Context: an optimization exercise on an open-source flow, tuned for a short achievable clock period and few clock cycles. The choices shown serve that exercise and are no tape-out recipe.
Only simulation tests tie the RTL to the original design; equivalence was not proved.
Power and IR drop assume default switching activity.

==> design/flow/run.sh <==
#!/bin/bash
# synth_recipe.tcl (not shown) runs the flow's synth.tcl, then flattens the netlist and writes it again
# the make line also repeats each setting of config.mk as NAME=value (left out here)
make -C /OpenROAD-flow-scripts/flow DESIGN_CONFIG=/design/flow/config.mk WORK_HOME=/design/flow/orfs CLKGATE_MAP_FILE= SYNTH_SCRIPT=/design/flow/synth_recipe.tcl finish
==> design/flow/config.mk <==
export PLATFORM = sky130hd
export DESIGN_NAME = mips
export DESIGN_NICKNAME = mips
export VERILOG_FILES = /design/flow/design.v
export SDC_FILE = /design/flow/constraint.sdc
export NUM_CORES = 4
export LEC_CHECK = 0
export CAP_MARGIN = 20
export CORE_MARGIN = 2
export CORE_UTILIZATION = 40
export SLEW_MARGIN = 20
==> design/flow/constraint.sdc <==
create_clock -name core_clock -period 7.5 [get_ports {clk}]
set_input_delay 1.5000 -clock core_clock [delete_from_list [all_inputs] [get_ports {clk}]]
set_output_delay 1.5000 -clock core_clock [all_outputs]
set_load 0.01 [all_outputs]
==> design/flow/design.v <==
module ALU(
    input [31:0] A,
    input [31:0] B,
    input [1:0] ALUOp,
    output [31:0] res
);
assign res = (ALUOp == 2'b00) ? (A + B) :
             (ALUOp == 2'b01) ? (A - B) :
             (ALUOp == 2'b10) ? (A | B) :
             32'b000000;
endmodule
module CMP(
    input [31:0] inputA,
    input [31:0] inputB,
    input [5:0] op,
    output signal,
    output zero
);
assign zero = (inputA == inputB) ? 1'b1 : 1'b0;
assign signal = 1'b0;
endmodule
module DEreg(
    input clk,
    input reset,
    input DE_en,
    input DE_clr,
    input [31:0] D_instr,
    input [31:0] D_PCplus8,
    input [31:0] D_PC,
    input [31:0] D_RD1,
    input [31:0] D_RD2,
    input [4:0] D_A3,
    input [31:0] D_ext32,
    output reg [31:0] E_instr,
    output reg [31:0] E_PCplus8,
    output reg [31:0] E_PC,
    output reg [31:0] E_RD1,
    output reg [31:0] E_RD2,
    output reg [4:0] E_A3,
    output reg [31:0] E_ext32
);
always @(posedge clk) begin
    if(reset | DE_clr) begin
        E_instr <= 32'h00000000;
        E_PCplus8 <= 32'h00000000;
        E_PC <= 32'h00000000;
        E_RD1 <= 32'h00000000;
        E_RD2 <= 32'h00000000;
        E_A3 <= 5'b00000;
        E_ext32 <= 32'h00000000;
    end
    else if(DE_en) begin
        E_instr <= D_instr;
        E_PCplus8 <= D_PCplus8;
        E_PC <= D_PC;
        E_RD1 <= D_RD1;
        E_RD2 <= D_RD2;
        E_A3 <= D_A3;
        E_ext32 <= D_ext32;
    end
end
endmodule
module EMreg(
    input clk,
    input reset,
    input EM_en,
    input EM_clr,
    input [31:0] E_instr,
    input [31:0] E_PCplus8,
    input [31:0] E_PC,
    input [31:0] E_ALUres,
    input [31:0] E_RD2,
    input [4:0] E_A3,
    output reg [31:0] M_instr,
    output reg [31:0] M_PCplus8,
    output reg [31:0] M_PC,
    output reg [31:0] M_ALUres,
    output reg [31:0] M_RD2,
    output reg [4:0] M_A3
);
always @(posedge clk) begin
    if (reset | EM_clr) begin
        M_instr <= 32'h00000000;
        M_PCplus8 <= 32'h00000000;
        M_PC <= 32'h00000000;
        M_ALUres <= 32'h00000000;
        M_A3 <= 5'b00000;
    end
    else if(EM_en) begin
        M_instr <= E_instr;
        M_PCplus8 <= E_PCplus8;
        M_PC <= E_PC;
        M_ALUres <=E_ALUres;
        M_RD2 <= E_RD2;
        M_A3 <= E_A3;
    end
end
endmodule
module EXT(
    input [15:0] imm,
    input [1:0] Exstyle,
    output [31:0] B
);
reg [31:0] resultB;
assign B = (Exstyle == 2'b00) ? {{16{imm[15]}},imm} :
           (Exstyle == 2'b01) ? {16'b0,imm} :
           (Exstyle == 2'b10) ? {imm,16'b0} :
           32'b000000;
endmodule
module FDreg(
    input clk,
    input reset,
    input FD_en,
    input FD_clr,
    input [31:0] F_instr,
    input [31:0] F_PCplus8,
    input [31:0] F_PC,
    output reg [31:0] D_instr,
    output reg [31:0] D_PCplus8,
    output reg [31:0] D_PC
);
always @(posedge clk) begin
    if(reset | FD_clr) begin
        D_instr <= 32'h00000000;
        D_PCplus8 <= 32'h00000000;
        D_PC <= 32'h00000000;
    end
    else begin
        if(FD_en) begin
            D_instr <= F_instr;
            D_PCplus8 <= F_PCplus8;
            D_PC <=F_PC;
        end
    end
end
endmodule
module GRF(
    input clk,
    input reset,
    input WE,
    input [4:0] A1,
    input [4:0] A2,
    input [4:0] A3,
    input [31:0] WD,
    input [31:0] WPC,
    output [31:0] RD1,
    output [31:0] RD2
);
integer i;
reg [31:0] grf_regs [0:31];
reg [31:0] resultRD1;
reg [31:0] resultRD2;
always @(posedge clk) begin
    if(reset == 1'b1) begin
        for(i = 0;i < 32;i = i + 1) begin
            grf_regs[i] <= 32'h00000000;
        end
    end
    else begin
        if(WE == 1'b1) begin
            if(A3 != 5'b0) begin
                grf_regs[A3] <= WD;
            end
        end
    end
end
assign RD1 = grf_regs[A1];
assign RD2 = grf_regs[A2];
endmodule
module MWreg(
    input clk,
    input reset,
    input MW_en,
    input MW_clr,
    input [31:0] M_instr,
    input [31:0] M_PCplus8,
    input [31:0] M_PC,
    input [4:0] M_A3,
    input [31:0] M_ALUres,
    input [31:0] M_data,
    output reg [31:0] W_instr,
    output reg [31:0] W_PCplus8,
    output reg [31:0] W_PC,
    output reg [4:0] W_A3,
    output reg [31:0] W_ALUres,
    output reg [31:0] W_data 
);
always @(posedge clk) begin
    if(reset | MW_clr) begin
        W_instr <= 32'h00000000;
        W_PCplus8 <= 32'h00000000;
        W_PC <= 32'h00000000;
        W_A3 <= 5'b00000;
        W_ALUres <= 32'h00000000;
        W_data <= 32'h00000000;
    end
    else if (MW_en) begin
        W_instr <= M_instr;
        W_PCplus8 <= M_PCplus8;
        W_PC <= M_PC;
        W_A3 <= M_A3;
        W_ALUres <= M_ALUres;;
        W_data <= M_data;
    end
end
endmodule
module NPC(
    input [31:0] F_PC,
    input [25:0] imm26,
    input [31:0] GRF,
    input [15:0] imm16,
    input zero,
    input [2:0] NPCsle,
    input signal,
    output [31:0] NPC
);
wire [31:0] NPC_PCplus4;
wire [31:0] extimm26;
wire [31:0] extimm16;
wire [31:0] signimm16;
assign signimm16 = {{{14{imm16[15]}},imm16,2'b0}};
assign NPC_PCplus4 = F_PC + 4;
assign extimm26 = {F_PC[31:28],imm26,2'b0};
assign extimm16 = signimm16 + F_PC;
assign NPC = (NPCsle == 3'b000) ? NPC_PCplus4 :
             (NPCsle == 3'b001) ? extimm26 :
             (NPCsle == 3'b010) ? GRF :
             (NPCsle == 3'b011 && zero) ? extimm16 :
             NPC_PCplus4;
endmodule
module PC(
    input clk,
    input reset,
    input [31:0] npc,
    input PC_en,
    output [31:0] pc
);
reg [31:0] regPC;
always @(posedge clk) begin
    if (reset == 1'b1) begin
        regPC <= 32'h00003000;
    end
    else if(PC_en) begin
        regPC <= npc;
    end
end
assign pc = regPC;
endmodule
module control(
    input [5:0] fuc,
    input [5:0] op,
    output [2:0]NPCsle,
    output RegWrite,
    output [1:0] ALUOp,
    output Extsle,
    output [1:0] exstyle,
    output [1:0]RegDst,
    output [1:0]MemData,
    output MemWrite,
    output [3:0] t_rs,
    output [3:0] t_rt,
    output [3:0] t
);
assign add = (op == 6'b000000 && fuc == 6'b100000) ? 1'b1 : 1'b0;
assign sub = (op == 6'b000000 && fuc == 6'b100010) ? 1'b1 : 1'b0;
assign ori = (op == 6'b001101) ? 1'b1 : 1'b0;
assign lui = (op == 6'b001111) ? 1'b1 : 1'b0;
assign lw = (op == 6'b100011) ? 1'b1 : 1'b0;
assign sw = (op == 6'b101011) ? 1'b1 : 1'b0;
assign beq = (op == 6'b000100) ? 1'b1 : 1'b0;
assign j = (op == 6'b000010) ? 1'b1 : 1'b0;
assign jr = (op == 6'b000000 && fuc == 6'b001000) ? 1'b1 : 1'b0;
assign jal = (op == 6'b000011) ? 1'b1 : 1'b0;
assign nop = (op == 6'b000000 && fuc == 6'b000000) ? 1'b1 : 1'b0;
assign RegWrite = (add | sub | ori | lui | lw | jal) ? 1'b1 : 1'b0;
assign ALUOp = (sub) ? 2'b01 :
               (ori) ? 2'b10 : 2'b00;
assign RegDst = (add | sub) ? 2'b01 :
                (jal) ? 2'b10 : 2'b0;
assign NPCsle = (j | jal) ? 3'b001 :
                (jr) ? 3'b010 :
                (beq) ? 3'b011 : 3'b000;
assign Extsle = (ori | lui | lw | sw) ? 1'b1 : 1'b0;
assign exstyle = (ori) ? 2'b01 :
                 (lui) ? 2'b10 : 2'b00;
assign MemData = (lw) ? 2'b01 :
                 (jal) ? 2'b10 :
                 2'b00;
assign MemWrite = (sw) ? 1'b1 : 1'b0;
assign t_rs = (add) ? 4'd1 :
              (sub) ? 4'd1 :
              (ori) ? 4'd1 :
              (lui) ? 4'd15 :
              (lw) ? 4'd1 :
              (sw) ? 4'd1 :
              (beq) ? 4'd0 :
              (j) ? 4'd15 :
              (jal) ? 4'd0 :
              (jr) ? 4'd0 : 4'd15;
assign t_rt = (add) ? 4'd1 :
              (sub) ? 4'd1 :
              (ori) ? 4'd15 :
              (lui) ? 4'd15 :
              (lw) ? 4'd15 :
              (sw) ? 4'd2 :
              (beq) ? 4'd0 :
              (j) ? 4'd15 :
              (jal) ? 4'd15 :
              (jr) ? 4'd15 : 4'd15;
assign t = (add) ? 4'd2 :
           (sub) ? 4'd2 :
           (ori) ? 4'd2 :
           (lui) ? 4'd2 :
           (lw) ? 4'd3 :
           (sw) ? 4'd15 :
           (beq) ? 4'd15 :
           (j) ? 4'd15 :
           (jr) ? 4'd15 :
           (jal) ? 4'd0 : 4'd15;
endmodule
module mips(
    input clk,
    input reset,
    input [31:0] i_inst_rdata,
    input [31:0] m_data_rdata,
    output [31:0] i_inst_addr,
    output [31:0] m_data_addr,
    output [31:0] m_data_wdata,
    output m_data_we,
    output [31:0] m_inst_addr,
    output w_grf_we,
    output [4:0] w_grf_addr,
    output [31:0] w_grf_wdata,
    output [31:0] w_inst_addr
);
wire [31:0] F_PC;
wire [31:0] F_NPC;
wire [31:0] F_PCplus8;
wire [31:0] F_instr;
wire [2:0] D_NPCsle;
wire [1:0] D_exstyle;
wire [1:0] D_RegDst;
wire [3:0] D_t_rs;
wire [3:0] D_t_rt;
wire [3:0] D_t;
wire [31:0] D_instr;
wire [5:0] D_op;
wire [5:0] D_fuc;
wire [15:0] D_imm16;
wire [25:0] D_imm26;
wire [4:0] D_rs;
wire [4:0] D_rt;
wire [4:0] D_rd;
wire [4:0] D_shamt;
wire [4:0] D_grf_a1;
wire [4:0] D_grf_a2;
wire [31:0] D_grf_rd1;
wire [31:0] D_grf_rd2;
wire [4:0] D_grf_a3;
wire [31:0] D_ext32;
wire D_zero;
wire D_signal;
wire [31:0] D_PCplus8;
wire [31:0] D_PC;
wire [3:0] E_t_rs;
wire [3:0] E_t_rt;
wire [3:0] E_t;
wire [1:0] E_ALUOp;
wire E_Extsle;
wire [31:0] E_instr;
wire [5:0] E_op;
wire [5:0] E_fuc;
wire [15:0] E_imm16;
wire [25:0] E_imm26;
wire [4:0] E_rs;
wire [4:0] E_rt;
wire [4:0] E_rd;
wire [4:0] E_shamt;
wire [31:0] E_alu_a;
wire [31:0] E_alu_b;
wire [31:0] E_alu_res;
wire [31:0] E_PCplus8;
wire [31:0] E_PC;
wire [31:0] E_RD1;
wire [31:0] E_RD2;
wire [4:0] E_A3;
wire [31:0] E_ext32;
wire M_MemWrite;
wire [3:0] M_t_rs;
wire [3:0] M_t_rt;
wire [3:0] M_t;
wire [31:0] M_instr;
wire [5:0] M_op;
wire [5:0] M_fuc;
wire [15:0] M_imm16;
wire [25:0] M_imm26;
wire [4:0] M_rs;
wire [4:0] M_rt;
wire [4:0] M_rd;
wire [4:0] M_shamt;
wire [31:0] M_dm_addr;
wire [31:0] M_dm_data;
wire [31:0] M_dm_wd;
wire [31:0] M_PCplus8;
wire [31:0] M_PC;
wire [31:0] M_ALUres;
wire [31:0] M_RD2;
wire [4:0] M_A3;
wire W_RegWrite;
wire [1:0] W_MemData;
wire [1:0] W_RegDst;
wire [3:0] W_t_rs;
wire [3:0] W_t_rt;
wire [3:0] W_t;
wire [31:0] W_instr;
wire [5:0] W_op;
wire [5:0] W_fuc;
wire [15:0] W_imm16;
wire [25:0] W_imm26;
wire [4:0] W_rs;
wire [4:0] W_rt;
wire [4:0] W_rd;
wire [4:0] W_shamt;
wire [4:0] W_A3;
wire [31:0] W_grf_wd; 
wire [31:0] W_PCplus8;
wire [31:0] W_PC;
wire [31:0] W_ALUres;
wire [31:0] W_data; 
wire [31:0] D_fixedRD1;
wire [31:0] D_fixedRD2;
wire [31:0] E_fixedRD1;
wire [31:0] E_fixedRD2;
wire [31:0] M_fixedRD2;
wire [3:0] D_t_rsuse;
wire [3:0] D_t_rtuse;
wire [3:0] D_t_new;
wire [3:0] E_t_rsuse;
wire [3:0] E_t_rtuse;
wire [3:0] E_t_new;
wire [3:0] M_t_rsuse;
wire [3:0] M_t_rtuse;
wire [3:0] M_t_new;
wire [3:0] W_t_rsuse;
wire [3:0] W_t_rtuse;
wire [3:0] W_t_new;
wire E_isPCplus8;
wire M_isPCplus8;
wire D_RD1_from_E_PCplus8;
wire D_RD2_from_E_PCplus8;
wire D_RD1_from_M_PCplus8;
wire D_RD2_from_M_PCplus8;
wire E_RD1_from_M_PCplus8;
wire E_RD2_from_M_PCplus8;
wire D_RD1_from_M;
wire D_RD2_from_M;
wire E_RD1_from_M;
wire E_RD2_from_M;
wire D_RD1_from_W;
wire D_RD2_from_W;
wire E_RD1_from_W;
wire E_RD2_from_W;
wire M_RD2_from_W;
wire PC_en;
wire FD_en;
wire DE_en;
wire EM_en;
wire MW_en;
wire FD_clr;
wire DE_clr;
wire EM_clr;
wire MW_clr;
wire D_stall;
PC PC(.clk(clk),.reset(reset),.PC_en(PC_en),.npc(F_NPC),.pc(F_PC));
NPC NPC(.F_PC(F_PC),.imm26(D_imm26),.GRF(D_fixedRD1),.imm16(D_imm16),
        .zero(D_zero),.NPCsle(D_NPCsle),.NPC(F_NPC),.signal(D_signal));
assign i_inst_addr = F_PC;
assign F_instr = i_inst_rdata;
FDreg FDreg(.clk(clk),.reset(reset),.FD_en(FD_en),.FD_clr(FD_clr),
            .F_instr(F_instr),.F_PCplus8(F_PCplus8),.F_PC(F_PC),
            .D_instr(D_instr),.D_PCplus8(D_PCplus8),.D_PC(D_PC));
control D_control(.op(D_op),.fuc(D_fuc),.exstyle(D_exstyle),.NPCsle(D_NPCsle),
                .RegDst(D_RegDst),.t_rs(D_t_rs),.t_rt(D_t_rt),.t(D_t));
GRF GRF(.clk(clk),.reset(reset),.WE(W_RegWrite),.A1(D_grf_a1),.A2(D_grf_a2),
        .A3(W_A3),.WD(W_grf_wd),.RD1(D_grf_rd1),.RD2(D_grf_rd2),.WPC(W_PC));
EXT EXT(.imm(D_imm16),.Exstyle(D_exstyle),.B(D_ext32));
CMP CMP(.inputA(D_fixedRD1),.inputB(D_fixedRD2),
        .zero(D_zero),.op(D_op),.signal(D_signal));
DEreg DEreg(.clk(clk),.reset(reset),.DE_en(DE_en),.DE_clr(DE_clr),.D_instr(D_instr),
            .D_PCplus8(D_PCplus8),.D_PC(D_PC),.D_RD1(D_fixedRD1),.D_RD2(D_fixedRD2),
            .D_A3(D_grf_a3),.D_ext32(D_ext32),.E_instr(E_instr),.E_PCplus8(E_PCplus8),
            .E_PC(E_PC),.E_RD1(E_RD1),.E_RD2(E_RD2),.E_A3(E_A3),.E_ext32(E_ext32));
control E_control(.op(E_op),.fuc(E_fuc),.ALUOp(E_ALUOp),.t_rs(E_t_rs),.t_rt(E_t_rt),.t(E_t),.Extsle(E_Extsle));
ALU ALU(.A(E_alu_a),.B(E_alu_b),.ALUOp(E_ALUOp),.res(E_alu_res));
EMreg EMreg(.clk(clk),.reset(reset),.EM_en(EM_en),.EM_clr(EM_clr),.E_instr(E_instr),.E_PCplus8(E_PCplus8),.E_PC(E_PC),
            .E_ALUres(E_alu_res),.E_RD2(E_fixedRD2),.E_A3(E_A3),.M_instr(M_instr),.M_PCplus8(M_PCplus8),
            .M_ALUres(M_ALUres),.M_PC(M_PC),.M_RD2(M_RD2),.M_A3(M_A3));
control M_control(.op(M_op),.fuc(M_fuc),.MemWrite(M_MemWrite),.t_rs(M_t_rs),.t_rt(M_t_rt),.t(M_t));
assign m_data_addr = M_dm_addr;
assign m_data_wdata = M_dm_wd;
assign m_data_we = M_MemWrite;
assign m_inst_addr = M_PC;
assign M_dm_data = m_data_rdata;
MWreg MWreg(.clk(clk),.reset(reset),.MW_en(MW_en),.MW_clr(MW_clr),.M_instr(M_instr),.M_PCplus8(M_PCplus8),.M_PC(M_PC),
            .M_A3(M_A3),.M_ALUres(M_ALUres),.M_data(M_dm_data),.W_instr(W_instr),.W_PCplus8(W_PCplus8),.W_PC(W_PC),
            .W_A3(W_A3),.W_ALUres(W_ALUres),.W_data(W_data));
control W_control(.op(W_op),.fuc(W_fuc),.MemData(W_MemData),.RegWrite(W_RegWrite),.t_rs(W_t_rs),
                  .t_rt(W_t_rt),.t(W_t));
assign F_PCplus8 = F_PC + 32'h00000008;
assign D_op = D_instr[31:26];
assign D_fuc = D_instr[5:0];
assign D_rs = D_instr[25:21];
assign D_rt = D_instr[20:16];
assign D_rd = D_instr[15:11];
assign D_shamt = D_instr[10:6];
assign D_imm16 = D_instr[15:0];
assign D_imm26 = D_instr[25:0];
assign D_grf_a1 = D_rs;
assign D_grf_a2 = D_rt;
assign D_grf_a3 = (D_RegDst == 2'b01) ? D_rd :
                  (D_RegDst == 2'b10) ? 5'b11111 : D_rt;
assign E_op = E_instr[31:26];
assign E_fuc = E_instr[5:0];
assign E_rs = E_instr[25:21];
assign E_rt = E_instr[20:16];
assign E_rd = E_instr[15:11];
assign E_shamt = E_instr[10:6];
assign E_imm16 = E_instr[15:0];
assign E_imm26 = E_instr[25:0];
assign E_alu_a = E_fixedRD1;
assign E_alu_b = (E_Extsle) ? E_ext32 : E_fixedRD2;
assign M_op = M_instr[31:26];
assign M_fuc = M_instr[5:0];
assign M_rs = M_instr[25:21];
assign M_rt = M_instr[20:16];
assign M_rd = M_instr[15:11];
assign M_shamt = M_instr[10:6];
assign M_imm16 = M_instr[15:0];
assign M_imm26 = M_instr[25:0];
assign M_dm_addr = M_ALUres;
assign M_dm_wd = M_fixedRD2;
assign W_op = W_instr[31:26];
assign W_fuc = W_instr[5:0];
assign W_rs = W_instr[25:21];
assign W_rt = W_instr[20:16];
assign W_rd = W_instr[15:11];
assign W_shamt = W_instr[10:6];
assign W_imm16 = W_instr[15:0];
assign W_imm26 = W_instr[25:0];
assign W_grf_wd = (W_MemData == 2'b01) ? W_data :
                  (W_MemData == 2'b10) ? W_PCplus8 : W_ALUres;
assign D_fixedRD1 = (D_RD1_from_E_PCplus8) ? E_PCplus8 :
                    (D_RD1_from_M_PCplus8) ? M_PCplus8 :
                    (D_RD1_from_M) ? M_ALUres :
                    (D_RD1_from_W) ? W_grf_wd : D_grf_rd1;
assign D_fixedRD2 = (D_RD2_from_E_PCplus8) ? E_PCplus8 :
                    (D_RD2_from_M_PCplus8) ? M_PCplus8 :
                    (D_RD2_from_M) ? M_ALUres :
                    (D_RD2_from_W) ? W_grf_wd : D_grf_rd2;
assign E_fixedRD1 = (E_RD1_from_M_PCplus8) ? M_PCplus8 :
                    (E_RD1_from_M) ? M_ALUres :
                    (E_RD1_from_W) ? W_grf_wd : E_RD1;
assign E_fixedRD2 = (E_RD2_from_M_PCplus8) ? M_PCplus8 :
                    (E_RD2_from_M) ? M_ALUres :
                    (E_RD2_from_W) ? W_grf_wd : E_RD2;
assign M_fixedRD2 = (M_RD2_from_W) ? W_grf_wd : M_RD2;                 
assign D_t_rsuse = D_t_rs;
assign D_t_rtuse = D_t_rt;
assign D_t_new =D_t;
assign E_t_rsuse = (E_t_rs == 4'd15) ? 4'd15 :
                   (E_t_rs >= 4'd1) ? (E_t_rs - 4'd1) :
                   4'd0;
assign E_t_rtuse = (E_t_rt == 4'd15) ? 4'd15 :
                   (E_t_rt >= 4'd1) ? (E_t_rt - 4'd1) :
                   4'd0;
assign E_t_new = (E_t == 4'd15) ? 4'd15 :
                 (E_t >= 4'd1) ? (E_t - 4'd1) :
                 4'd0;
assign M_t_rsuse = (M_t_rs == 4'd15) ? 4'd15 :
                   (M_t_rs >= 4'd2) ? (M_t_rs - 4'd2) :
                   4'd0;
assign M_t_rtuse = (M_t_rt == 4'd15) ? 4'd15 :
                   (M_t_rt >= 4'd2) ? (M_t_rt - 4'd2) :
                   4'd0;
assign M_t_new = (M_t == 4'd15) ? 4'd15 :
                 (M_t >= 4'd2) ? (M_t - 4'd2) :
                 4'd0;
assign W_t_rsuse = (W_t_rs == 4'd15) ? 4'd15 :
                   (W_t_rs >= 4'd3) ? (W_t_rs - 4'd3) :
                   4'd0;
assign W_t_rtuse = (W_t_rt == 4'd15) ? 4'd15 :
                   (W_t_rt >= 4'd3) ? (W_t_rt - 4'd3) :
                   4'd0;
assign W_t_new = (W_t == 4'd15) ? 4'd15 :
                 (W_t >= 4'd3) ? (W_t - 4'd3) :
                 4'd0;                 
assign E_isPCplus8 = (E_op == 6'b000011) ? 1'b1 : 1'b0;
assign M_isPCplus8 = (M_op == 6'b000011) ? 1'b1 : 1'b0;
assign D_RD1_from_E_PCplus8 = (E_isPCplus8 && E_A3 != 5'b00000 
                              && D_rs == E_A3 && D_t_rsuse != 4'd15 && E_t_new != 4'd15 
                              && D_t_rsuse >= E_t_new) ? 1'b1 : 1'b0;
assign D_RD2_from_E_PCplus8 = (E_isPCplus8 && E_A3 != 5'b00000 
                              && D_rt == E_A3 && D_t_rtuse != 4'd15 && E_t_new != 4'd15 
                              && D_t_rtuse >= E_t_new) ? 1'b1 : 1'b0;
assign D_RD1_from_M_PCplus8 = (M_isPCplus8 && M_A3 != 5'b00000 
                              && D_rs == M_A3 && D_t_rsuse != 4'd15 && M_t_new != 4'd15 
                              && D_t_rsuse >= M_t_new) ? 1'b1 : 1'b0;
assign D_RD2_from_M_PCplus8 = (M_isPCplus8 && M_A3 != 5'b00000 
                              && D_rt == M_A3 && D_t_rtuse != 4'd15 && M_t_new != 4'd15 
                              && D_t_rtuse >= M_t_new) ? 1'b1 : 1'b0;
assign E_RD1_from_M_PCplus8 = (M_isPCplus8 && M_A3 != 5'b00000 
                              && E_rs == M_A3 && E_t_rsuse != 4'd15 && M_t_new != 4'd15 
                              && E_t_rsuse >= M_t_new) ? 1'b1 : 1'b0;
assign E_RD2_from_M_PCplus8 = (M_isPCplus8 && M_A3 != 5'b00000 
                              && E_rt == M_A3 && E_t_rtuse != 4'd15 && M_t_new != 4'd15 
                              && E_t_rtuse >= M_t_new) ? 1'b1 : 1'b0;
assign D_RD1_from_M = (~M_isPCplus8 && M_A3 != 5'b00000 
                      && D_rs == M_A3 && D_t_rsuse != 4'd15 && M_t_new != 4'd15 
                      && D_t_rsuse >= M_t_new) ? 1'b1 : 1'b0;
assign D_RD2_from_M = (~M_isPCplus8 && M_A3 != 5'b00000 
                      && D_rt == M_A3 && D_t_rtuse != 4'd15 && M_t_new != 4'd15 
                      && D_t_rtuse >= M_t_new) ? 1'b1 : 1'b0;
assign E_RD1_from_M = (~M_isPCplus8 && M_A3 != 5'b00000 
                      && E_rs == M_A3 && E_t_rsuse != 4'd15 && M_t_new != 4'd15 
                      && E_t_rsuse >= M_t_new) ? 1'b1 : 1'b0;
assign E_RD2_from_M = (~M_isPCplus8 && M_A3 != 5'b00000 
                      && E_rt == M_A3 && E_t_rtuse != 4'd15 && M_t_new != 4'd15 
                      && E_t_rtuse >= M_t_new) ? 1'b1 : 1'b0;
assign D_RD1_from_W = (W_A3 != 5'b00000 && D_rs == W_A3 && D_t_rsuse != 4'd15 && W_t_new != 4'd15 && D_t_rsuse >= W_t_new) ? 1'b1 : 1'b0;
assign D_RD2_from_W = (W_A3 != 5'b00000 && D_rt == W_A3 && D_t_rtuse != 4'd15 && W_t_new != 4'd15 && D_t_rtuse >= W_t_new) ? 1'b1 : 1'b0;
assign E_RD1_from_W = (W_A3 != 5'b00000 && E_rs == W_A3 && E_t_rsuse != 4'd15 && W_t_new != 4'd15 && E_t_rsuse >= W_t_new) ? 1'b1 : 1'b0;
assign E_RD2_from_W = (W_A3 != 5'b00000 && E_rt == W_A3 && E_t_rtuse != 4'd15 && W_t_new != 4'd15 && E_t_rtuse >= W_t_new) ? 1'b1 : 1'b0;
assign M_RD2_from_W = (W_A3 != 5'b00000 && M_rt == W_A3 && M_t_rtuse != 4'd15 && W_t_new != 4'd15 && M_t_rtuse >= W_t_new) ? 1'b1 : 1'b0;
assign PC_en = (D_stall) ? 1'b0 : 1'b1;
assign FD_en = (D_stall) ? 1'b0 : 1'b1;
assign DE_en = 1'b1;
assign EM_en = 1'b1;
assign MW_en = 1'b1;
assign FD_clr = 1'b0;
assign DE_clr = (D_stall) ? 1'b1 : 1'b0;
assign EM_clr = 1'b0;
assign MW_clr = 1'b0;
assign D_stall = (E_A3 != 5'b00000 && D_rs == E_A3 && D_t_rsuse != 4'd15 && E_t_new != 4'd15 && D_t_rsuse < E_t_new) ? 1'b1 :
                 (E_A3 != 5'b00000 && D_rt == E_A3 && D_t_rtuse != 4'd15 && E_t_new != 4'd15 && D_t_rtuse < E_t_new) ? 1'b1 :
                 (M_A3 != 5'b00000 && D_rs == M_A3 && D_t_rsuse != 4'd15 && M_t_new != 4'd15 && D_t_rsuse < M_t_new) ? 1'b1 :
                 (M_A3 != 5'b00000 && D_rt == M_A3 && D_t_rtuse != 4'd15 && M_t_new != 4'd15 && D_t_rtuse < M_t_new) ? 1'b1 :
                 (W_A3 != 5'b00000 && D_rs == W_A3 && D_t_rsuse != 4'd15 && W_t_new != 4'd15 && D_t_rsuse < W_t_new) ? 1'b1 :
                 (W_A3 != 5'b00000 && D_rt == W_A3 && D_t_rtuse != 4'd15 && W_t_new != 4'd15 && D_t_rtuse < W_t_new) ? 1'b1 : 1'b0;
assign w_grf_we = W_RegWrite;
assign w_grf_addr = W_A3;
assign w_grf_wdata = W_grf_wd;
assign w_inst_addr = W_PC;
endmodule
==> summary.txt <==
Reg area: 0.04323 mm^2
Routed WL: 388.8 mm
Drt first pass iters: 8
Final design utilization: 46.73%
CTS buffer count: 174
Setup ws final: 0.2195 ns
Fill cells: 19333
Chip height: 466.6 um
Clk buf depth: 3
Reg2Reg Depth: 24
Synthesized area: 0.08560 mm^2
1st-iter DRT viols: 11743
# DRC: 0
Net Switching: 6.818 mW
Vias per cell: 6.461
Hold Vio Cnt, Final: 0
Tmin final: 7.281 ns
Cells after DPL: 10615
PD cells: 233.6 mW/mm^2
Ys flop type: edfxtp_1
M1 wire length: 142.2 mm
I/O Pins: 265
Pwr Total: 23.18 mW
Die area: 0.2177 mm^2
Mapped Avg Cell Area: 11.03 um^2
Wire length per cell: 35.45 um
Fin cells: 10968
Critical setup path kind: flop to flop
Area share of the largest cell type after synthesis: 37.05%
Multi-input gate area: 0.03959 mm^2
RR Startpoint: MWreg.W_instr[29]
Most frequent cell after synthesis: nor2_1
Uppermost layer routed: met5
# setup viols final: 0
Hold Crit Endpoint: EMreg.M_PC[16]
HPWL after DPL: 256.0 mm
Die X: 466.6 um
Sw Share: 29.42%
Area Growth Syn to Fin: 15.91%
Gr usage total: 34.82%
Final period util: 97.07%
Combinational share of power: 16.4%
Initial Util: 40.32%
Cell variety after synth: 97
Met2 WL: 163.1 mm
Total congestion overflow: 0
Critical path fanouts, max: 12
Fraction of registers with async set/reset: 0%
CP top delay family: simple AND/OR/NAND/NOR gates
Cells after Synth: 7761
CP startpoint kind: flop
Crit path cell chain: or3b_2 > a211oi_2 > nor2_1 > ha_1 > maj3_1 > inv_1 > buf_4 > ha_1 > a211o_1 > a21oi_1 > buf_4 > or3_1 > and3_1 > a211oi_1 > a211oi_1 > xnor2_1 > nand2_1 > or4_1 > or4_2 > buf_12 > buf_12 > mux2i_1 > o211ai_1 > a31o_1
Metal3 WL: 56.44 mm
H-tree depth: 4
Main area contributors after synthesis: edfxtp_1, dfxtp_1, mux4_2
Root Driver: clkbuf_16
Worst-skew pair later-pin latency: 0.89 ns
Internal power: 16.36 mW
CP bufs+invs: 5
P_leak: 36.89 nW
Hold path cells: 1
Seq/Total Area, Yosys: 50.47%
First-pass GRT wire length: 531.1 mm
CTS tree: done
WP depth: 24
EDFF count, synth: 1056
Slowest CP cell: or4_2
# clock sinks: 1630
Core area: 0.2123 mm^2
CTS Hold Bufs: 0
Critical Path AT: 8.03 ns
Hold Crit Class: flop to flop
Number of antenna violations at the first check in global routing: 33
Slowest stage delay, CP: 0.76 ns
Layout cells sized above 1: 17.11%
Vias: 70865
RR Endpoint: PC.regPC[21]
Clk network pwr share: 38.9%
Clk slew on worst S/H paths: 0.06 ns
Seq pwr share: 44.6%
Post-route ant nets: 0
Largest area contributor in the netlist: edfxtp_1
Status: no timing/DRC/antenna violations
GPL Wtd Cong: 1.025
Rows: 169
Hold Crit Start: DEreg.E_PC[16]
Measured slew at the worst slew-check pin: 1.368 ns
Port Buffer Count: 264
Fin Setup TNS: 0 ns
Fmax: 0.1374 GHz
Nets: 8231
Setup Skew: 0.04642 ns
Pins over their slew limit: 0
Max-cap viol count: 0
Worst slew margin: 8.480%
Vias in the first global route: 66859
CP Capture Type: flop
Largest net degree at the start of global routing: 146
Synth Register Bits: 1630
Register-to-Register Setup Slack: 0.22 ns
Warnings from Yosys: 17
Synth cell count leaders: nor2_1, edfxtp_1, nand2_1
WP data required: 8.25 ns
Worst VDD drop: 0.2786 mV
DP Worst Slack: -0.1316 ns
==> power by group through the flow <==
stage	Combinational, mW	Sequential, mW	Clock, mW
floorplan	2.05	10.3	0
global placement	3.59	10.5	0
detailed placement	3.60	10.5	0
CTS	3.62	10.3	9.01
global route	3.91	10.4	9.36
finish	3.81	10.3	9.02
==> final cells by class <==
| class | count | area share [%] |
|---|---|---|
| tap | 2821 | 3.558 |
| inverter | 185 | 0.7062 |
| timing repair buffer | 693 | 6.269 |
| antenna | 22 | 0.05549 |
| clock buffer | 216 | 4.809 |
| clock inverter | 108 | 1.124 |
| sequential | 1630 | 43.58 |
| multi-input combinational | 5293 | 39.90 |
==> state kept, by name, indices dropped and copies added, names as in the netlist, named ones only <==
signal	cells
MWreg.W_PCplus8	32
PC.regPC	32
MWreg.W_PC	29
DEreg.E_A3	5
FDreg.D_instr	32
DEreg.E_RD2	32
MWreg.W_data	32
MWreg.W_instr	11
FDreg.D_PCplus8	29
EMreg.M_ALUres	32
DEreg.E_RD1	32
MWreg.W_A3	5
GRF.grf_regs	1024
DEreg.E_instr	22
MWreg.W_ALUres	32
EMreg.M_RD2	32
DEreg.E_PC	32
EMreg.M_PCplus8	29
EMreg.M_PC	32
DEreg.E_ext32	32
DEreg.E_PCplus8	29
EMreg.M_instr	16
FDreg.D_PC	32
EMreg.M_A3	5
==> cells in the final DEF, fill, tap and decap left out, types with 106 or more instances in the layout <==
master / Yosys / final
edfxtp_1: 1056 / 1056
buf_4: 45 / 399
dfxtp_1: 574 / 563
clkdlybuf4s50_1: 0 / 263
nand2_1: 607 / 542
inv_1: 180 / 179
nor2b_1: 254 / 250
clkbuf_16: 0 / 181
a21oi_1: 298 / 282
nor2_1: 1387 / 1382
mux2i_1: 378 / 378
nor3_1: 107 / 106
ha_1: 185 / 181
mux4_2: 459 / 459
and3_1: 130 / 129
o21ai_0: 279 / 268
==> per-layer routing <==
layer	track usage, %	vias up
li1	-	28626
met4	20.13	24
met2	50.16	5689
met5	0.06588	-
met1	45.05	35216
met3	12.53	1310
==> worst max path at each step <==
stage	start	to	slack, ns
finish	MWreg.W_instr[29]	PC.regPC[21]	0.22
global placement	MWreg.W_instr[5]	PC.regPC[17]	-0.1
CTS	DEreg.E_instr[29]	EMreg.M_ALUres[29]	0.08
floorplan	MWreg.W_instr[28]	EMreg.M_ALUres[29]	0.07
global route	EMreg.M_instr[28]	EMreg.M_ALUres[27]	-0.01
detailed placement	MWreg.W_instr[27]	EMreg.M_ALUres[29]	-0.13
==> stage by stage <==
stage	area (um^2)	hold WS [ns]
6_report	99210	0.4362
5_1_grt	99160	0.4598
4_1_cts	98880	0.4403
3_5_place_dp	92990	0.4256
3_3_place_gp	92970	0.4234
2_1_floorplan	85710	0.4138
==> kinds of logic after synthesis <==
| kind of cell | count (synthesis) | synth area share (%) |
|---|---|---|
| flops | 1630 | 50.47 |
| buf+inv | 869 | 4.192 |
| compound gates | 1241 | 9.434 |
| xor+xnor | 168 | 1.719 |
| mux | 865 | 16.87 |
| simple gates | 2798 | 14.53 |
| fa+ha+maj | 189 | 2.786 |
| other cells | 1 | 0.004381 |
==> timing repair <==
action,CTS,global route
endpoints found under the setup margin,2,27
gates cloned,0,0
pin swaps,0,6
setup buffers,0,5
gates resized for setup,4,47
Testbench counts, summed over its fixed seeds: cycles 59,257.

[static timing again, ports no longer ideal]
Ports are ideal in the flow. The routed layout listed here was re-timed in OpenROAD. Step 1 sets driving cells, clkbuf_16 on the clock port and buf_2 on the other inputs (assumed; they add their load-dependent delay and slew). Step 2 moves the port delays by t, midway between the first and last clock arrival at a register: inputs arrive t later, outputs are due t later. That takes back most of the time a late clock gives input paths. a / b / c = ideal / step 1 / step 2; a / b = the first two.
t (ns): 0.955
setup WS [ns]: 0.219 / 0.169 / 0.219
worst setup path at the end: register to register
worst register clock-pin slew, ns: 0.08 / 0.08
cell pins on the clock port's net: 1
After both steps setup and hold are still met in this run. For this run, drivers alone change the setup slack by -0.050 ns; drivers and shift together by 0.000 ns.
